This design comes from an exercise in tuning for a short achievable clock period and few clock cycles on the open sky130 flow, not from production work. Function was checked by simulation only, so behaviour that the tests miss may differ from the original. Power and IR drop assume default switching activity.

## flow/config.mk

```make
export PLATFORM = sky130hd
export DESIGN_NAME = as2650
export DESIGN_NICKNAME = as2650
export VERILOG_FILES = /design/flow/design.v
export SDC_FILE = /design/flow/constraint.sdc
export NUM_CORES = 4
export LEC_CHECK = 0
export CAP_MARGIN = 20
export CORE_MARGIN = 2
export CORE_UTILIZATION = 40
export SLEW_MARGIN = 20
```

## flow/constraint.sdc

```tcl
create_clock -name core_clock -period 8.0 [get_ports {clk}]
set_input_delay 1.6000 -clock core_clock [delete_from_list [all_inputs] [get_ports {clk}]]
set_output_delay 1.6000 -clock core_clock [all_outputs]
set_load 0.01 [all_outputs]
```

## flow/design.v

```verilog
`default_nettype none
module as2650(
	input reset,
	output [12:0] adr,
	input [7:0] dbus_in,
	output [7:0] dbus_out,
	output oeb,
	output rw,
	output opreq,
	output wrp,
	output m_io,
	output d_c,
	input sense,
	output flag,
	input clk
);
	reg [7:0] r0;
	reg [7:0] r123[2:0];
	reg [7:0] r123_2[2:0];
	reg [14:0] pc;
	reg [7:0] psu;
	reg [7:0] psl;
	reg [7:0] ins_reg;
	reg [14:0] stack[7:0];
	reg [7:0] cycle;
	reg halted;
	reg [7:0] holding_reg;
	reg [7:0] addr_buff;
	reg [1:0] idx_ctrl;
	assign flag = psu[6];
	reg r_opreq;
	assign opreq = r_opreq;
	reg r_rw;
	assign rw = r_rw;
	reg [12:0] r_addr;
	assign adr = r_addr;
	reg r_m_io;
	assign m_io = r_m_io;
	reg r_d_c;
	assign d_c = r_d_c;
	reg r_wrp;
	assign wrp = r_wrp;
	reg [7:0] b_buf;
	assign oeb = r_rw ? 0 : 1;
	assign dbus_out = b_buf;
	wire [7:0] instr_reg = ins_reg[1:0] == 0 ? r0 : (psl[4] ? r123_2[ins_reg[1:0] - 1] : r123[ins_reg[1:0] - 1]);
	wire [7:0] instr_reg_p1 = instr_reg + 1;
	wire [7:0] instr_reg_m1 = instr_reg - 1;
	wire [14:0] branch_addr = pc + (dbus_in[6:0] >= 64 ? -(64 - (dbus_in[6:0] - 64)) : dbus_in[6:0]);
	wire carry = psl[0];
	wire overflow = psl[2];
	wire [7:0] rrr = psl[3] ? {carry, instr_reg[7:1]} : {instr_reg[0], instr_reg[7:1]};
	wire [7:0] rrl = psl[3] ? {instr_reg[6:0], carry} : {instr_reg[6:0], instr_reg[7]};
	wire [7:0] input1 = ins_reg[3:2] == 0 ? holding_reg : instr_reg;
	wire [7:0] input2 = ins_reg[3:2] == 0 ? instr_reg : holding_reg;
	wire [7:0] alu_next = alu_step(input1, input2);
	wire [16:0] mul_res = r0 * (psl[4] ? r123_2[0] : r123[0]);
	always @(posedge clk) begin
		if(reset) begin
			pc <= 0;
			r0 <= 0;
			r123[0] <= 0;
			r123[1] <= 0;
			r123[2] <= 0;
			r123_2[0] <= 0;
			r123_2[1] <= 0;
			r123_2[2] <= 0;
			psu <= 0;
			psl <= 0;
			cycle <= 0;
			r_opreq <= 0;
			r_rw <= 0;
			r_addr <= 0;
			r_m_io <= 1;
			r_d_c <= 0;
			r_wrp <= 0;
			halted <= 0;
			idx_ctrl <= 0;
			b_buf <= 0;
		end else if(!halted) begin
			psu[7] <= sense;
			cycle <= cycle + 1;
			if(cycle == 0) begin  
				idx_ctrl <= 0;
				r_m_io <= 1;
				r_opreq <= 1;
				r_rw <= 0;
				r_addr <= pc[12:0];
				pc <= pc + 1;
			end else if(cycle == 1) begin  
				ins_reg <= dbus_in;
				r_opreq <= 0;
			end else begin
				if(ins_reg[4]) begin
					if(ins_reg[3]) begin
						if(ins_reg == 'h9B || ins_reg == 'hBB) begin
							if(cycle == 2) begin  
								pc <= pc + 1;
								r_addr <= pc[12:0];
								r_opreq <= 1;
								r_rw <= 0;
							end else if(cycle == 3) begin  
								if(dbus_in[7]) begin  
									r_addr <= branch_addr[12:0];
									r_opreq <= 1;
									r_rw <= 0;
									cycle <= 8;
									ins_reg <= ins_reg == 'h9B ? 'h1B : 'h3B;
								end else begin  
									pc <= {1'b0, 1'b0, branch_addr[12:0]};
									r_opreq <= 0;
									cycle <= 0;
								end
							end
						end else if(ins_reg == 'h9F || ins_reg == 'hBF) begin
							if(cycle == 2) begin
								pc <= pc + 1;
								r_addr <= pc;
								r_opreq <= 1;
								r_rw <= 0;
							end else if(cycle == 3) begin
								addr_buff <= dbus_in;
								pc <= pc + 1;
								r_addr <= pc;
							end else if(cycle == 4) begin
								if(ins_reg == 'hBF) begin
									stack[psu[2:0]] <= pc;
									psu[2:0] <= psu[2:0] + 1;
								end
								if(addr_buff[7]) begin  
									r_addr <= {addr_buff[4:0], dbus_in};
								end else begin  
									r_opreq <= 0;
									pc <= {addr_buff[4:0], dbus_in} + (psl[4] ? r123_2[2] : r123[2]);
									cycle <= 0;
								end
							end else if(cycle == 5) begin
								addr_buff <= dbus_in;
								r_addr <= r_addr + 1;
							end else if(cycle == 6) begin
								pc <= {addr_buff[6:0], dbus_in};
								r_opreq <= 0;
								cycle <= 0;
							end
						end else begin
							if(cycle == 2) begin
								if(ins_reg[7:4] == 'h5 || ins_reg[7:4] == 'h7 || ins_reg[7:4] == 'hD || ins_reg[7:4] == 'hF) begin
									write_reg(ins_reg[7:4] == 'hD ? instr_reg_p1 : (ins_reg[7:4] == 'hF ? instr_reg_m1 : instr_reg), ins_reg[1:0]);
									if((ins_reg[7:4] == 'hD ? instr_reg_p1 : (ins_reg[7:4] == 'hF ? instr_reg_m1 : instr_reg)) == 0) begin  
										pc <= pc + (ins_reg[2] ? 2 : 1);
										cycle <= 0;
									end else begin
										pc <= pc + 1;
										r_addr <= pc;
										r_opreq <= 1;
										r_rw <= 0;
									end
								end else begin
									if(
										((ins_reg[7:4] == 'h1 || ins_reg[7:4] == 'h3)
										&&
										(ins_reg[1:0] != 'b11 && ins_reg[1:0] != psl[7:6]))
										||
										((ins_reg[7:4] == 'h9 || ins_reg[7:4] == 'hB)
										&&
										(ins_reg[1:0] == psl[7:6]))
										) begin  
										pc <= pc + (ins_reg[2] ? 2 : 1);
										cycle <= 0;
									end else begin
										pc <= pc + 1;
										r_addr <= pc;
										r_opreq <= 1;
										r_rw <= 0;
									end
								end
							end else if(cycle == 3) begin
								if(!ins_reg[2]) begin  
									if(dbus_in[7]) begin  
										r_addr <= branch_addr[12:0];
										cycle <= 8;
									end else begin  
										push_stack();
										pc <= branch_addr[12:0];
										r_opreq <= 0;
										cycle <= 0;
									end
								end else begin  
									addr_buff <= dbus_in;
									pc <= pc + 1;
									r_addr <= pc;
								end
							end else if(cycle == 4) begin  
								if(addr_buff[7]) begin  
									r_addr <= {addr_buff[4:0], dbus_in};
									cycle <= 8;
								end else begin  
									push_stack();
									pc <= {addr_buff[6:0], dbus_in};
									r_opreq <= 0;
									cycle <= 0;
								end
							end else if(cycle == 8) begin  
								addr_buff <= dbus_in;
								r_addr <= r_addr + 1;
							end else if(cycle == 9) begin  
								push_stack();
								pc <= {dbus_in[4:0], addr_buff};
								r_opreq <= 0;
								cycle <= 0;
							end
						end
					end else begin
						if((ins_reg[7:4] == 'h1 || ins_reg[7:4] == 'h3) && ins_reg[2]) begin
							if(cycle == 2) begin
								if(ins_reg[1:0] == 'b11 || ins_reg[1:0] == psl[7:6]) begin  
									pc <= stack[psu[2:0] - 3'd1];
									psu[2:0] <= psu[2:0] - 1;
									if(ins_reg[7:4] == 'h3) begin  
										psu[5] <= 0;
									end
									cycle <= 0;
								end else begin  
									cycle <= 0;
								end
							end
						end else if((ins_reg[7:4] == 'h3 || ins_reg[7:4] == 'h7) && !ins_reg[2]) begin
							if(cycle == 2) begin
								r_opreq <= 1;
								r_rw <= 0;
								r_m_io <= 0;
								r_d_c <= ins_reg[7:4] == 'h7 ? 1 : 0;
							end else if(cycle == 3) begin
								set_cc_for(dbus_in);
								write_reg(dbus_in, ins_reg[1:0]);
								r_opreq <= 0;
								r_m_io <= 1;
								cycle <= 0;
							end
						end else if((ins_reg[7:4] == 'hB || ins_reg[7:4] == 'hF) && !ins_reg[2]) begin
							if(cycle == 2) begin
								r_opreq <= 1;
								r_rw <= 1;
								b_buf <= instr_reg;
								r_m_io <= 0;
								r_d_c <= ins_reg[7:4] == 'hF ? 1 : 0;
							end else if(cycle == 3) begin
								r_wrp <= 1;
							end else if(cycle == 4) begin
								r_wrp <= 0;
								r_opreq <= 0;
								r_rw <= 0;
								r_m_io <= 1;
								cycle <= 0;
							end
						end else if(ins_reg[7:4] == 'h5 && !ins_reg[2]) begin
							if(cycle == 2) begin
								if(psl[3]) begin
									psl[0] <= instr_reg[0];
									psl[5] <= instr_reg[6];
								end
								set_cc_for(rrr);
								write_reg(rrr, ins_reg[1:0]);
								cycle <= 0;
							end
						end else if(ins_reg[7:4] == 'hD && !ins_reg[2]) begin
							if(cycle == 2) begin
								if(psl[3]) begin
									psl[0] <= instr_reg[7];
									psl[5] <= instr_reg[4];
								end
								set_cc_for(rrl);
								write_reg(rrl, ins_reg[1:0]);
								cycle <= 0;
							end
						end else if(ins_reg[7:4] >= 'h94 && ins_reg[7:4] <= 'h97) begin  
							if(cycle == 2) begin
								write_reg(instr_reg + (psl[0] ? 0 : 'hA0) + (psl[5] ? 0 : 'h0A), ins_reg[1:0]);
								cycle <= 0;
							end
						end else begin
							if(cycle == 2) begin
								if(ins_reg == 'h90) begin  
									if(psl[4]) begin
										r123_2[1] <= mul_res[7:0];
										r123_2[2] <= mul_res[15:8];
									end else begin
										r123[1] <= mul_res[7:0];
										r123[2] <= mul_res[15:8];
									end
									cycle <= 0;
								end else if(ins_reg == 'h91) begin  
									if(psl[4]) begin
										r0 <= r123_2[0];
										r123_2[0] <= r0;
									end else begin
										r0 <= r123[0];
										r123[0] <= r0;
									end
									cycle <= 0;
								end else if(ins_reg == 'h10) begin  
									r0 <= stack[psu[2:0] - 3'd1][7:0];
									if(psl[4]) begin
										r123_2[0] <= stack[psu[2:0] - 3'd1][14:8];
									end else begin
										r123[0] <= stack[psu[2:0] - 3'd1][14:8];
									end
									psu[2:0] <= psu[2:0] - 1;
									cycle <= 0;
								end else if(ins_reg == 'h11) begin  
									stack[psu[2:0] - 3'd1][7:0] <= r0;
									if(psl[4]) begin
										stack[psu[2:0]][14:8] <= r123_2[0];
									end else begin
										stack[psu[2:0]][14:8] <= r123[0];
									end
									psu[2:0] <= psu[2:0] + 1;
									cycle <= 0;
								end else if(ins_reg == 'h12) begin
									r0 <= psu;
									set_cc_for(r0);
									cycle <= 0;
								end else if(ins_reg == 'h13) begin
									r0 <= psl;
									set_cc_for(r0);
									cycle <= 0;
								end else if(ins_reg == 'h92) begin
									psu <= r0;
								end else if(ins_reg == 'h93) begin
									psl <= r0;
								end else begin
									r_rw <= 0;
									r_opreq <= 1;
									pc <= pc + 1;
									r_addr <= pc;
								end
							end else if(cycle == 3) begin
								if(ins_reg == 'h74) begin
									psu <= psu & ~dbus_in;
								end else if(ins_reg == 'h75) begin
									psl <= psl & ~dbus_in;
								end else if(ins_reg == 'h76) begin
									psu <= psu | dbus_in;
								end else if(ins_reg == 'h77) begin
									psl <= psl | dbus_in;
								end else if(ins_reg == 'hB4 || ins_reg == 'hB6) begin
									psl[7:6] <= (psu & dbus_in) == dbus_in ? 0 : 2;
								end else if(ins_reg == 'hB5 || ins_reg == 'hB7) begin
									psl[7:6] <= (psl & dbus_in) == dbus_in ? 0 : 2;
								end else if(ins_reg >= 'hF4 && ins_reg <= 'hF7) begin  
									psl[7:6] <= (instr_reg & dbus_in) == dbus_in ? 0 : 2;
								end
								r_opreq <= 0;
								cycle <= 0;
							end
						end
					end
				end else begin
					if(cycle == 2) begin
						if(ins_reg == 'h40) begin  
							halted <= 1;
							cycle <= 0;
						end else if(ins_reg == 'hC0) begin  
							cycle <= 0;
						end else begin
							if(ins_reg[3:2] == 0) begin  
								if(ins_reg[7:4] == 0) begin  
									r0 <= instr_reg;
									set_cc_for(instr_reg);
									cycle <= 0;
								end else if(ins_reg[7:4] == 'hC && ins_reg[3:2] == 0) begin  
									write_reg(r0, ins_reg[1:0]);
									set_cc_for(r0);
									cycle <= 0;
								end else begin  
									holding_reg <= r0;
									cycle <= 4;
								end
							end else begin
								r_opreq <= 1;
								r_rw <= 0;
								r_addr <= pc[12:0];
								pc <= pc + 1;
								if(ins_reg[3:2] == 1) begin
									cycle <= 3;
								end else if(ins_reg[3:2] == 2) begin
									cycle <= 'b10_000000;
								end else if(ins_reg[3:2] == 3) begin
									cycle <= 'b11_000000;
								end
							end
						end
					end else if(cycle == 3) begin
						r_opreq <= 0;
						holding_reg <= dbus_in;
					end else if(cycle == 4) begin
						if(ins_reg[7:5] == 7) begin
							if(psl[1]) begin
								psl[7:6] <= input1 > input2 ? 'b01 : (input1 < input2 ? 'b10 : 'b00);
							end else begin
								psl[7:6] <= input1[7] == input2[7] ? (input1 > input2 ? 'b01 : (input1 < input2 ? 'b10 : 'b00)) : (input1[7] ? 'b10 : 'b01);
							end
						end else begin
							set_cc_for(alu_next);
							write_reg(alu_next, idx_ctrl != 0 || ins_reg[3:2] == 0 ? 0 : ins_reg[1:0]);
							if(ins_reg[7:5] == 4 || ins_reg[7:5] == 5) begin
								psl[5] <= alu_next[4];
								psl[2] <= input1[7] == input2[7] && alu_next[7] != input1[7];
								psl[0] <= alu_next < input1;
							end
						end
						r_opreq <= 0;
						cycle <= 0;
					end
					else if(cycle == 8) begin
						if(ins_reg >= 'hC4 && ins_reg <= 'hC7) begin
							cycle <= 0;
						end else begin
							r_wrp <= 1;
						end
					end else if(cycle == 9) begin
						r_rw <= 0;
						r_wrp <= 0;
						r_opreq <= 0;
						cycle <= 0;
					end
					else if(cycle == 'b10_000000) begin
						cycle <= dbus_in[7] ? 'b01_000000 : (ins_reg[7:5] == 6 ? 8 : 3);  
						r_addr <= pc[12:0] + 1 + (dbus_in[6:0] >= 64 ? -(64 - (dbus_in[6:0] - 64)) : dbus_in[6:0]);  
						if(!dbus_in[7]) begin
							setup_read();
						end
					end
					else if(cycle == 'b11_000000) begin
						addr_buff <= dbus_in;  
						r_addr <= r_addr + 1;  
						pc <= pc + 1;
					end else if(cycle == 'b11_000001) begin
						cycle <= addr_buff[7] ? 'b01_000000 : (ins_reg[7:5] == 6 ? 8 : 3);  
						idx_ctrl <= addr_buff[6:5];
						if(!addr_buff[7]) begin
							if(addr_buff[6:5] == 0) begin
								r_addr <= {addr_buff[4:0], dbus_in};
							end else begin
								r_addr <= {addr_buff[4:0], dbus_in} + (addr_buff[6:5] == 1 ? instr_reg_p1 : (addr_buff[6:5] == 2 ? instr_reg_m1 : instr_reg));
								write_reg(addr_buff[6:5] == 1 ? instr_reg_p1 : (addr_buff[6:5] == 2 ? instr_reg_m1 : instr_reg), ins_reg[1:0]);
							end
							setup_read();
						end else begin
							r_addr <= {addr_buff[4:0], dbus_in};
						end
					end
					else if(cycle == 'b01_000000) begin
						addr_buff <= dbus_in;  
						r_addr <= r_addr + 1;  
					end else if(cycle == 'b01_000001) begin
						if(idx_ctrl == 0) begin
							r_addr <= {addr_buff[4:0], dbus_in};
						end else begin
							r_addr <= {addr_buff[4:0], dbus_in} + (idx_ctrl[1:0] == 1 ? instr_reg_p1 : (idx_ctrl[1:0] == 2 ? instr_reg_m1 : instr_reg));
							write_reg(idx_ctrl[1:0] == 1 ? instr_reg_p1 : (idx_ctrl[1:0] == 2 ? instr_reg_m1 : instr_reg), ins_reg[1:0]);
						end
						cycle <= ins_reg[7:5] == 6 ? 8 : 3;  
						setup_read();
					end
				end
			end
		end
	end
	task write_reg(input [7:0] data, input [1:0] r_addr);
		begin
			if(r_addr == 0) begin
				r0 <= data;
			end else begin
				if(psl[4]) begin
					r123_2[r_addr - 1] <= data;
				end else begin
					r123[r_addr - 1] <= data;
				end
			end
		end
	endtask
	task push_stack();
		begin
			if(ins_reg[7:4] == 'h3 || ins_reg[7:4] == 'h7 || ins_reg[7:4] == 'hB) begin
				stack[psu[2:0]] <= pc;
				psu[2:0] <= psu[2:0] + 1;
			end
		end
	endtask
	task set_cc_for(input [7:0] val);
		begin
			psl[7:6] <= val > 127 ? 'b10 : (val != 0 ? 'b01 : 'b00);
		end
	endtask
	task setup_read();
		begin
			if(ins_reg[7:4] == 'hC) begin
				r_rw <= 1;
				b_buf <= addr_buff[6:5] != 0 ? r0 : instr_reg;  
				cycle <= 8;
			end
		end
	endtask
	function [7:0] alu_step(input [7:0] input1, input [7:0] input2);
		begin
			if(ins_reg[7:5] == 1) begin
				alu_step = input1 ^ input2;
			end else if(ins_reg[7:5] == 2) begin
				alu_step = input1 & input2;
			end else if(ins_reg[7:5] == 3) begin
				alu_step = input1 | input2;
			end else if(ins_reg[7:5] == 4) begin
				alu_step = input1 + input2 + (psl[3] && psl[0]);
			end else if(ins_reg[7:5] == 5) begin
				alu_step = input1 + ~input2 + (!psl[3] || psl[0]);
			end else begin
				alu_step = input2;
			end
		end
	endfunction
endmodule
```

## flow/run.sh

```bash
#!/bin/bash
# synth_recipe.tcl (not shown) runs the flow's synth.tcl, then flattens the netlist and writes it again
# the make line also repeats each setting of config.mk as NAME=value (left out here)
make -C /OpenROAD-flow-scripts/flow DESIGN_CONFIG=/design/flow/config.mk WORK_HOME=/design/flow/orfs CLKGATE_MAP_FILE= SYNTH_SCRIPT=/design/flow/synth_recipe.tcl finish
```

==> results.ini <==
[synthesis]
netlist_area_um2=29000
synth_nets=3784
yosysMostFrequentCell=nand2_1
yosysUniqueCellTypes=100
postSynthAreaPerCell_um2=8.05
ys_top_cells_by_count=nand2_1, nor2_1, a21oi_1, clkbuf_1, o21ai_0
synthArstFlopShare=0
synth_ff_type=edfxtp_1
ys_warn_count=1
synth_area_leader_cell=edfxtp_1
synth_enable_flop_cells=208
synth_top_area_share=0.215
yosys-top-cells-area=edfxtp_1, dfxtp_1, ha_1
ys_ff_latch=284
yosysSeqAreaShare=0.267
netlist_instances=3609

[die]
pin_count=39
start_util=0.405
fp.coreArea_um2=71700
die_y_um=273
fp-row-count=98
die_x_um=273
die_area_um2=74800

[critical_path]
path_max_fanout=19
cp-end-kind=register
crit_arrival_ns=7.52
crit_type=reg2reg
cp-start-kind=register
crit_required_ns=8.45

[sta]
finalHoldViolCount=0
hold_slack_ns=0.494
finalCriticalPeriod_ns=7.07
skew_ns=0.0310
drv_slew=0
finalSetupViolCount=0
rsz0062_at_grt=false
worst_pin_slew_ns=1.21
worst_slack_ns=0.932
finalSetupTns_ns=0
max-slew-margin-rel=0.188
post-route-period-util=0.883
max_freq_mhz=141

[cells_and_area]
area_growth_pct=10.2
drive_gt1_frac=0.107
final_nets=3703
largest_register_ffs=120
num_antenna_cells=0

[detailed_routing]
wl_per_cell_um=32.6
drc=0
viasPerCell=7.03
drt-total-wl_um=147000
drtIter0Drc=5593
ant_nets=0
num_vias=31700
dr.pass1.iters=8

[clock_network]
worstSkewPairLatency_ns=0.60
cts_made_buffers=38
cts_tree=yes
numClockSinks=284
ctsResizeCount=0
postCtsSetupBuffers=0
htreeDepth=2
clkTransAtPathRegs_ns=0.06
clock-root-buffer=clkbuf_16
clock_path_buffers=3
cts_hold_buffers=0

[pwr]
p_total_mw=8.87
ir_drop_uv=172
p_leak_nw=12.0
power.density_nw_per_um2=277

[global_route]
met3_usage=0.130
grt_pass1_vias=29100
met2_usage=0.547
top_usage_layer=met2
grt_first_pass_wirelength_um=210000
met1_usage=0.499
grt_max_degree=63
antenna_found_initial=3
grt_overflow=0
grt_usage=0.383

[min_path]
min_path_type=reg2reg

[status]
status=finished clean

[place]
gp_congestion=1.08
port_buffers=38
post-place-ws_ns=0.951
dp_hpwl_um=107000

[flow_run]
drv_cap=0

[routing by layer]
metal / part of all wire / vias to the layer above
met5: 0 / -
met4: 0.073 / 0
met3: 0.15 / 624
met2: 0.40 / 2564
met1: 0.38 / 15100
li1: - / 13400
[metrics by stage]
stage | area (µm²) | instances | utilization
after floorplan | 29000 | 3609 | -
after detailed placement | 30700 | 4436 | 0.427
after global routing | 32000 | 4508 | 0.446
after global placement | 30700 | 4436 | 0.427
after CTS | 32000 | 4506 | 0.446
final | 32000 | 4508 | 0.446
[worst max-delay path, cell delays in order (launching register included)]
cell and delay [ns]:
edfxtp_1 0.45, inv_1 0.10, ha_1 0.85, buf_4 0.36, mux2i_1 0.10, o22ai_1 0.29, nor3_2 0.06, buf_4 0.22
inv_1 0.12, buf_4 0.24, ha_1 0.48, o311ai_2 0.40, nor3_1 0.49, a22oi_1 0.16, xnor2_1 0.41, inv_1 0.21
ha_1 0.36, inv_1 0.09, o21bai_1 0.08, a21oi_1 0.52, nor2_1 0.15, o221ai_1 0.21, nand3_1 0.11, a222oi_1 0.33
a211oi_1 0.11
[worst paths after layout]
kind,from,end,slack [ns],depth (start not counted)
max,ins_reg[1],r_addr[8],0.93,24
min,b_buf[6],b_buf[6],0.49,2
max reg2reg,ins_reg[1],r_addr[8],0.93,24
min reg2reg,b_buf[6],b_buf[6],0.49,2
[cell usage in the layout, fill, tap and decap left out, types with 61 or more instances in the layout]
cell type / synthesis / routed
a211oi_1: 61 / 61
nor3_1: 77 / 71
xnor2_1: 88 / 88
a21oi_1: 267 / 267
buf_4: 1 / 151
o21ai_0: 225 / 225
edfxtp_1: 208 / 208
mux2_2: 79 / 79
nand2_1: 390 / 389
o22ai_1: 83 / 83
nor2_1: 337 / 336
dfxtp_1: 76 / 75
mux2i_1: 97 / 96
inv_1: 171 / 171
ha_1: 120 / 120
nand3_1: 95 / 95
[cell type report]
class	instances	area, µm²
clock buffers	49	1010
flip-flops and latches	284	7770
fillers	7211	39700
multi-input cells	2835	19600
inverters	179	672
clock inverters	21	297
repair buffers	190	1520
well taps	950	1190
[power breakdown]
part	internal (mW)	leakage, nW	switching [mW]
Sequential	1.75	2.58	0.228
Clock	1.10	0.631	0.762
Combinational	1.57	8.76	3.46
[cells by family (layout without fill, tap and decap cells)]
kind of cell	count (synthesis)	in the layout	synth area share
simple gates	1178	1178	0.188
compound gates	1154	1154	0.268
buf+inv	490	439	0.0642
flops	284	284	0.267
mux	213	213	0.0927
fa+ha+maj	165	165	0.0824
xor+xnor	125	125	0.0377
Testbench counts, summed over its fixed seeds: cycles 45,937.

## afterwards: timing with drivers on the ports
In the flow no input, the clock included, has a driving cell. The finished layout below was timed again as built, in two steps.
Step 1: set_driving_cell puts a clkbuf_16 on clk and a buf_2 on each other input, an assumption about the parent block.
Step 2 also shifts input and output timing later by t, the mid clock arrival at the registers, as if the neighbouring blocks saw the same clock.
a / b / c = no drivers / after step 1 / after step 2; a / b = the first two.
t (ns): 0.651
slack for setup (ns): 0.932 / 0.932 / 0.683
latest minus earliest clock arrival (ns): 0.031 / 0.031
slew at the worst register clock pin (ns): 0.07 / 0.07
After both steps this run still meets setup and hold. The setup slack of this run moves by 0.000 ns with the drivers and by -0.249 ns with both steps.
